This is an optimization exercise on Yosys and OpenROAD, whose aim is small area, not a production implementation. In this exercise RTL edits were held to simulation tests only and were not proved equivalent to the original. No activity file was given, so power comes from the tool's default toggle rates.

Setup of P:
## alu_top
module alu_top(clk, a, b, s, result, zero);
input clk;
input [15:0] a, b;
input [3:0] s;
output reg [15:0] result;
output reg zero;
reg [15:0] a_q, b_q;
reg [3:0] s_q;
wire [15:0] alu_result;
wire alu_zero;
always @(posedge clk) begin
    a_q <= a;
    b_q <= b;
    s_q <= s;
    result <= alu_result;
    zero <= alu_zero;
end
alu u_alu(.a(a_q), .b(b_q), .s(s_q), .result(alu_result), .zero_detection(alu_zero));
endmodule
export LEC_CHECK = 0
export CAP_MARGIN = 20
export CORE_MARGIN = 2
export CORE_UTILIZATION = 65
export GPL_TIMING_DRIVEN = 0
export PLACE_DENSITY = 0.75
export SLEW_MARGIN = 20
export SYNTH_HIERARCHICAL = 1
export SYNTH_MINIMUM_KEEP_SIZE = 0
create_clock -name core_clock -period 8.0 [get_ports {clk}]
standard.sh (not shown) runs the stock make flow with config.mk's settings and CLKGATE_MAP_FILE= SYNTH_SCRIPT=/design/flow/synth_recipe.tcl, a recipe that flattens the netlist after the stock synthesis.
==> flow/flow/run.sh <==
#!/bin/bash
# The standard layout (standard.sh: the standard synthesis, then ORFS to
# finish) with three ORFS options: the smallest buffer, sky130_fd_sc_hd__buf_1,
# on every port; the buffers Yosys/ABC put in removed before placement (ORFS
# re-buffers where slew, capacitance or timing need it); and ORFS's power
# recovery (downsizing gates off the critical paths) after global routing.
set -euo pipefail
bash standard.sh "BUFFER_PORTS_ARGS=-buffer_cell sky130_fd_sc_hd__buf_1" REMOVE_ABC_BUFFERS=1 RECOVER_POWER=100 finish > orfs_make.log 2>&1
Relative to P, the following input files were edited for Q:
--- a/flow/design.v
+++ b/flow/design.v
@@ -257,44 +257,24 @@
   wire c_andor = s[3] & s[2] & ~s[1];                  
   wire c_arith = s[3] & (s[2] ~^ s[1]);                
   wire c_cmp   = s[3] & ~s[2] & ~s[1];                 
   wire b_small = (b[15:4] == 12'd0);
   wire keep    = s[3] ? (s[2] | s[1] & b_small) : (s[2:0] == 3'b001);
   wire [15:0] a_rev = {a[0], a[1], a[2], a[3], a[4], a[5], a[6], a[7],
                        a[8], a[9], a[10], a[11], a[12], a[13], a[14], a[15]};
-  wire rev;
-  alu_and3b u_rev(.a(s[1]), .b(s[0]), .cn(s[2]), .y(rev));
-  wire [15:0] xn;
-  genvar gi, gj;
-  generate
-    for (gi = 0; gi < 16; gi = gi + 1) begin : g_x
-      alu_mux2i u_x(.a(a[gi]), .b(a_rev[gi]), .s(rev), .y(xn[gi]));
-    end
-  endgenerate
-  wire [15:0] x = ~xn;
-  wire [3:0] dlo = {4{s[3] & ~s[2] & s[1]}} & (4'd1 << b[1:0]);
-  wire [3:0] dhi = 4'd1 << b[3:2];
-  wire [15:0] y;
-  generate
-    for (gi = 0; gi < 16; gi = gi + 1) begin : g_y
-      if (gi == 0) begin : g_y0
-        assign y[gi] = (~s[3] & b[gi]) | (dlo[gi%4] & dhi[gi/4]) | (s[3] & ~(s[2] & ~s[1]) & ~(~s[2] & s[1]));
-      end else begin : g_yj
-        assign y[gi] = (~s[3] & b[gi]) | (dlo[gi%4] & dhi[gi/4]);
-      end
-    end
-  endgenerate
-  wire inv = c_arith & ~(s[0] & s[1] & s[2]);
-  wire k_e = c_arith | (c_andor & ~s[0]);
-  wire [15:0] e_a = a & {16{c_andor}};
-  wire [15:0] e_b = b ^ {16{inv}};
-  wire [15:0] e = (e_a & e_b) | (e_a & {16{k_e}}) | (e_b & {16{k_e}});
+  wire [15:0] x = (s[1] & s[0] & ~s[2]) ? a_rev : a;
+  wire [15:0] onehot = 16'd1 << b[3:0];
+  wire [15:0] y = ~s[3] ? b : (s[1] & ~s[2]) ? onehot : {15'd0, ~(s[2] & ~s[1])};
+  wire inv = ~(s[0] & s[1] & s[2]);
+  wire [15:0] e = ({16{c_arith}} & (b ^ {16{inv}})) |
+                  ({16{c_andor}} & (s[0] ? (a & b) : (a | b)));
   wire cin = c_arith & ~s[0];
   wire t15 = c_cmp & s[0];
   wire [255:0] pp;
+  genvar gi, gj;
   generate
     for (gi = 0; gi < 16; gi = gi + 1) begin : g_pp_i
       for (gj = 0; gj < 16; gj = gj + 1) begin : g_pp_j
         if (gj == 1)
           assign pp[gi*16+gj] = (x[gi] & y[gj]) | e[gi+1];
         else
           assign pp[gi*16+gj] = x[gi] & y[gj];
@@ -582,37 +562,30 @@
   alu_nand2 u_in241(.a(ia240), .b(fc91), .y(in241));
   alu_xnor u_ix242(.a(fs200), .b(in241), .y(ix242));
   wire ia243;
   alu_and2 u_ia243(.a(ia240), .b(fs200), .y(ia243));
   wire in244, ix245;
   alu_nand2 u_in244(.a(ia243), .b(fc91), .y(in244));
   alu_xnor u_ix245(.a(xs230), .b(in244), .y(ix245));
-  wire ina246;
-  alu_nand2 u_ina246(.a(ia243), .b(xs230), .y(ina246));
   wire [15:0] p = {ix245, ix242, ix239, ix236, ix233, ix231, fs90, fs72, fs56, fs42, fs30, fs20, fs12, fs6, fs2, fs0};
-  wire blk_or = fs108 | fs128 | fs150 | fs174 | fs200 | xs230;
-  wire blk_nand = ina246;
-  wire late = fc91;
   wire top_ne = a[15] ^ b[15];
   wire cmp_top = a[15] ^ ~s[0];
   wire keep_p = keep & ~c_cmp;
   wire sel_p = keep_p & ~c_shr;
   wire sel_r = keep_p & c_shr;
   wire sel_c = c_cmp & ~top_ne;                        
   wire one_c = c_cmp & top_ne & cmp_top;               
   alu_ao221 u_r0(.a1(p[0]), .a2(sel_p), .b1(p[15]), .b2(sel_r | sel_c), .c(one_c), .y(result[0]));
   generate
     for (gi = 1; gi < 16; gi = gi + 1) begin : g_r
       alu_ao22 u_r(.a1(p[gi]), .a2(sel_p), .b1(p[15-gi]), .b2(sel_r), .y(result[gi]));
     end
   endgenerate
-  wire hi_or;
-  alu_mux2 u_hi(.a(blk_or), .b(blk_nand), .s(late), .y(hi_or));
-  wire lo_or = keep_p & (p[9:0] != 10'd0) | one_c;
-  alu_aoi221 u_z(.a1(keep_p), .a2(hi_or), .b1(sel_c), .b2(p[15]), .c(lo_or), .y(zero_detection));
+  wire any_lo = keep_p & (p[13:0] != 14'd0);
+  alu_aoi221 u_z(.a1(p[15]), .a2(keep_p | sel_c), .b1(p[14]), .b2(keep_p), .c(any_lo | one_c), .y(zero_detection));
 endmodule
 module alu_fa(a, b, c, s, co);
   input a, b, c;
   output s, co;
   assign s = a ^ b ^ c;
   assign co = (a & b) | (a & c) | (b & c);
 endmodule
@@ -638,29 +611,14 @@
   assign y = ~(a & b);
 endmodule
 module alu_and2(a, b, y);
   input a, b;
   output y;
   assign y = a & b;
 endmodule
-module alu_mux2(a, b, s, y);
-  input a, b, s;
-  output y;
-  assign y = s ? b : a;
-endmodule
-module alu_mux2i(a, b, s, y);
-  input a, b, s;
-  output y;
-  assign y = ~(s ? b : a);
-endmodule
-module alu_and3b(a, b, cn, y);
-  input a, b, cn;
-  output y;
-  assign y = a & b & ~cn;
-endmodule
 module alu_ao22(a1, a2, b1, b2, y);
   input a1, a2, b1, b2;
   output y;
   assign y = (a1 & a2) | (b1 & b2);
 endmodule
 module alu_ao221(a1, a2, b1, b2, c, y);
   input a1, a2, b1, b2, c;
==> notes.md <==
- Taking P as the reference, in Q slack of the worst reg-to-reg path went up 0.08 ns; post-synthesis compound-gate area fraction went down 3.4 points.
- Met1 wire length, P and Q: larger value in P
- P → Q: total cell area at the placement stage rose by 0.86%; unique cell type count in the Yosys netlist shrank by 6; design area now larger.
- Summary of Q over P: slew at the pin closest to its max-slew limit -0.070 ns, synthesis-to-layout area growth shrank by 1.1 points, power went down by 0.013 mW, average cell area after synthesis grew by 0.30 um^2.
- Wire length reported by the detailed router: Q lower than P
- Pin count of the biggest net entering global routing ends up lower on Q.
- P → Q: overall routing resource usage went down 1.3 points, power dissipated by switching net loads lost 3.5%.

========
alu_top, a different RTL version from the one above (not shown whole).
Size: about 54 I/O pins, ~5000 µm² of cells after synthesis.
Settings: LEC_CHECK=0, CAP_MARGIN=5, CORE_MARGIN=2, CORE_UTILIZATION=65, GPL_TIMING_DRIVEN=0, PLACE_DENSITY=0.75, SLEW_MARGIN=5, SYNTH_HIERARCHICAL=1, SYNTH_MINIMUM_KEEP_SIZE=0; clock period 8.0 ns.
==> flow/flow/run.sh <==
#!/bin/bash
# The standard layout (standard.sh: the standard synthesis, then ORFS to
# finish) with these ORFS options: the smallest buffer, sky130_fd_sc_hd__buf_1,
# on every port; the buffers Yosys/ABC put in removed before placement (ORFS
# re-buffers where slew, capacitance or timing need it); ABC sizing its gates
# for a light load (ABC_LOAD_IN_FF=1); ORFS's power recovery (downsizing gates
# off the critical paths) after global routing; and clock tree synthesis with
# ORFS's default arguments plus -dont_use_dummy_load.
# Between synthesis and floorplan, flow/downsize.tcl puts every gate at its
# smallest drive strength; ORFS's repair steps size up what needs it.
set -euo pipefail
ARGS=("BUFFER_PORTS_ARGS=-buffer_cell sky130_fd_sc_hd__buf_1" REMOVE_ABC_BUFFERS=1 RECOVER_POWER=100 ABC_LOAD_IN_FF=1 "CTS_ARGS=-sink_clustering_enable -repair_clock_nets -dont_use_dummy_load")
bash standard.sh "${ARGS[@]}" synth > orfs_make_synth.log 2>&1
R=orfs/results/$FLOW_PLATFORM/alu_top/base
LIB_FILE=$FLOW_HOME/platforms/$FLOW_PLATFORM/lib/sky130_fd_sc_hd__tt_025C_1v80.lib SYNTH_ODB=$R/1_synth.odb \
  openroad -no_init -exit flow/downsize.tcl > downsize.log 2>&1
bash standard.sh "${ARGS[@]}" finish > orfs_make.log 2>&1
==> flow/flow/downsize.tcl <==
# Puts every gate of the synthesized netlist at its smallest drive strength
# (the same cell type, so the same function and footprint), leaving it to the
# ORFS repair steps that follow to size up or buffer where slew, capacitance
# or timing need it. Registers keep their type (only their drive may change).
read_liberty $::env(LIB_FILE)
read_db $::env(SYNTH_ODB)
set db [ord::get_db]
set block [ord::get_db_block]
set n 0
foreach inst [$block getInsts] {
  set m [[$inst getMaster] getName]
  if {![regexp {^(sky130_fd_sc_hd__[a-z0-9]+)_([0-9]+)$} $m -> base size]} { continue }
  set best $m
  set best_area [expr {[[$inst getMaster] getWidth] * [[$inst getMaster] getHeight]}]
  foreach s {0 1 2} {
    set cand ${base}_$s
    if {$cand eq $m} { continue }
    set cm [$db findMaster $cand]
    if {$cm eq "NULL"} { continue }
    set a [expr {[$cm getWidth] * [$cm getHeight]}]
    if {$a < $best_area} { set best $cand; set best_area $a }
  }
  if {$best ne $m} {
    replace_cell [$inst getName] $best
    incr n
  }
}
puts "downsize: replaced $n cells"
write_db $::env(SYNTH_ODB)
The starting point completed with no timing, DRC or antenna violations.
Change:
--- a/flow/design.v
+++ b/flow/design.v
@@ -258,19 +258,20 @@
   wire c_arith = s[3] & (s[2] ~^ s[1]);                
   wire c_cmp   = s[3] & ~s[2] & ~s[1];                 
   wire b_small = (b[15:4] == 12'd0);
   wire keep    = s[3] ? (s[2] | s[1] & b_small) : (s[2:0] == 3'b001);
   wire [15:0] a_rev = {a[0], a[1], a[2], a[3], a[4], a[5], a[6], a[7],
                        a[8], a[9], a[10], a[11], a[12], a[13], a[14], a[15]};
-  wire rev;
+  wire rev, nrev;
   alu_and3b u_rev(.a(s[1]), .b(s[0]), .cn(s[2]), .y(rev));
+  alu_nand3b u_nrev(.a(s[1]), .b(s[0]), .cn(s[2]), .y(nrev));
   wire [15:0] xn;
   genvar gi, gj;
   generate
     for (gi = 0; gi < 16; gi = gi + 1) begin : g_x
-      alu_mux2i u_x(.a(a[gi]), .b(a_rev[gi]), .s(rev), .y(xn[gi]));
+      alu_aoi22 u_x(.a1(a[gi]), .a2(nrev), .b1(a_rev[gi]), .b2(rev), .y(xn[gi]));
     end
   endgenerate
   wire ysel_b = ~s[3];
   wire [3:0] dlo = {4{s[3] & ~s[2] & s[1]}} & (4'd1 << b[1:0]);
   wire [3:0] dhi = 4'd1 << b[3:2];
   wire y_one = s[3] & (s[2] ~^ s[1]);
@@ -682,12 +683,17 @@
 endmodule
 module alu_mux2i(a, b, s, y);
   input a, b, s;
   output y;
   assign y = ~(s ? b : a);
 endmodule
+module alu_nand3b(a, b, cn, y);
+  input a, b, cn;
+  output y;
+  assign y = ~(a & b & ~cn);
+endmodule
 module alu_and3b(a, b, cn, y);
   input a, b, cn;
   output y;
   assign y = a & b & ~cn;
 endmodule
 module alu_ao22(a1, a2, b1, b2, y);
Routed wire length went up by 1.8%.
Design area goes down by about 0.8%.
Sequential share of layout area rises by 0.16 points.
First-iteration DRC count rises by about 36%.
Count of clock-buffer cells in the layout is unchanged.
Utilization fell by 0.63 points.
Setup slack degrades by 0.034 ns.
Global-route usage goes up by 1.6 points.

[separate check: timing with driven ports]
The results above use ideal ports. As a check the final layouts listed here were re-extracted and re-timed, cells and wires unchanged.
Step 1, drivers: a clkbuf_16 drives clk and a buf_2 each remaining input, both assumed.
Step 2 adds t to the input delays and takes it off the output delays; t is the mean of the earliest and latest rising clock arrival at the registers after step 1. Input paths then give back, and output paths get back, about the clock's delay inside the block.
Slacks: ideal ports / drivers / drivers and shift; pairs: ideal ports / drivers.
| run | t (ns) | slack for setup (ns) | latest minus earliest clock arrival (ns) | worst slew at a driven data input, ns |
|---|---|---|---|---|
| P | 0.351 | 0.285 / 0.285 / 0.285 | 0.011 / 0.011 | 0.03 |
| Q | 0.347 | 0.361 / 0.361 / 0.361 | 0.019 / 0.019 | 0.03 |
| the first run of note 2 | 0.325 | 0.434 / 0.434 / 0.434 | 0.029 / 0.028 | 0.03 |
| the second run of note 2 | 0.318 | 0.400 / 0.400 / 0.400 | 0.010 / 0.010 | 0.03 |
After both steps setup and hold are still met in every run listed.
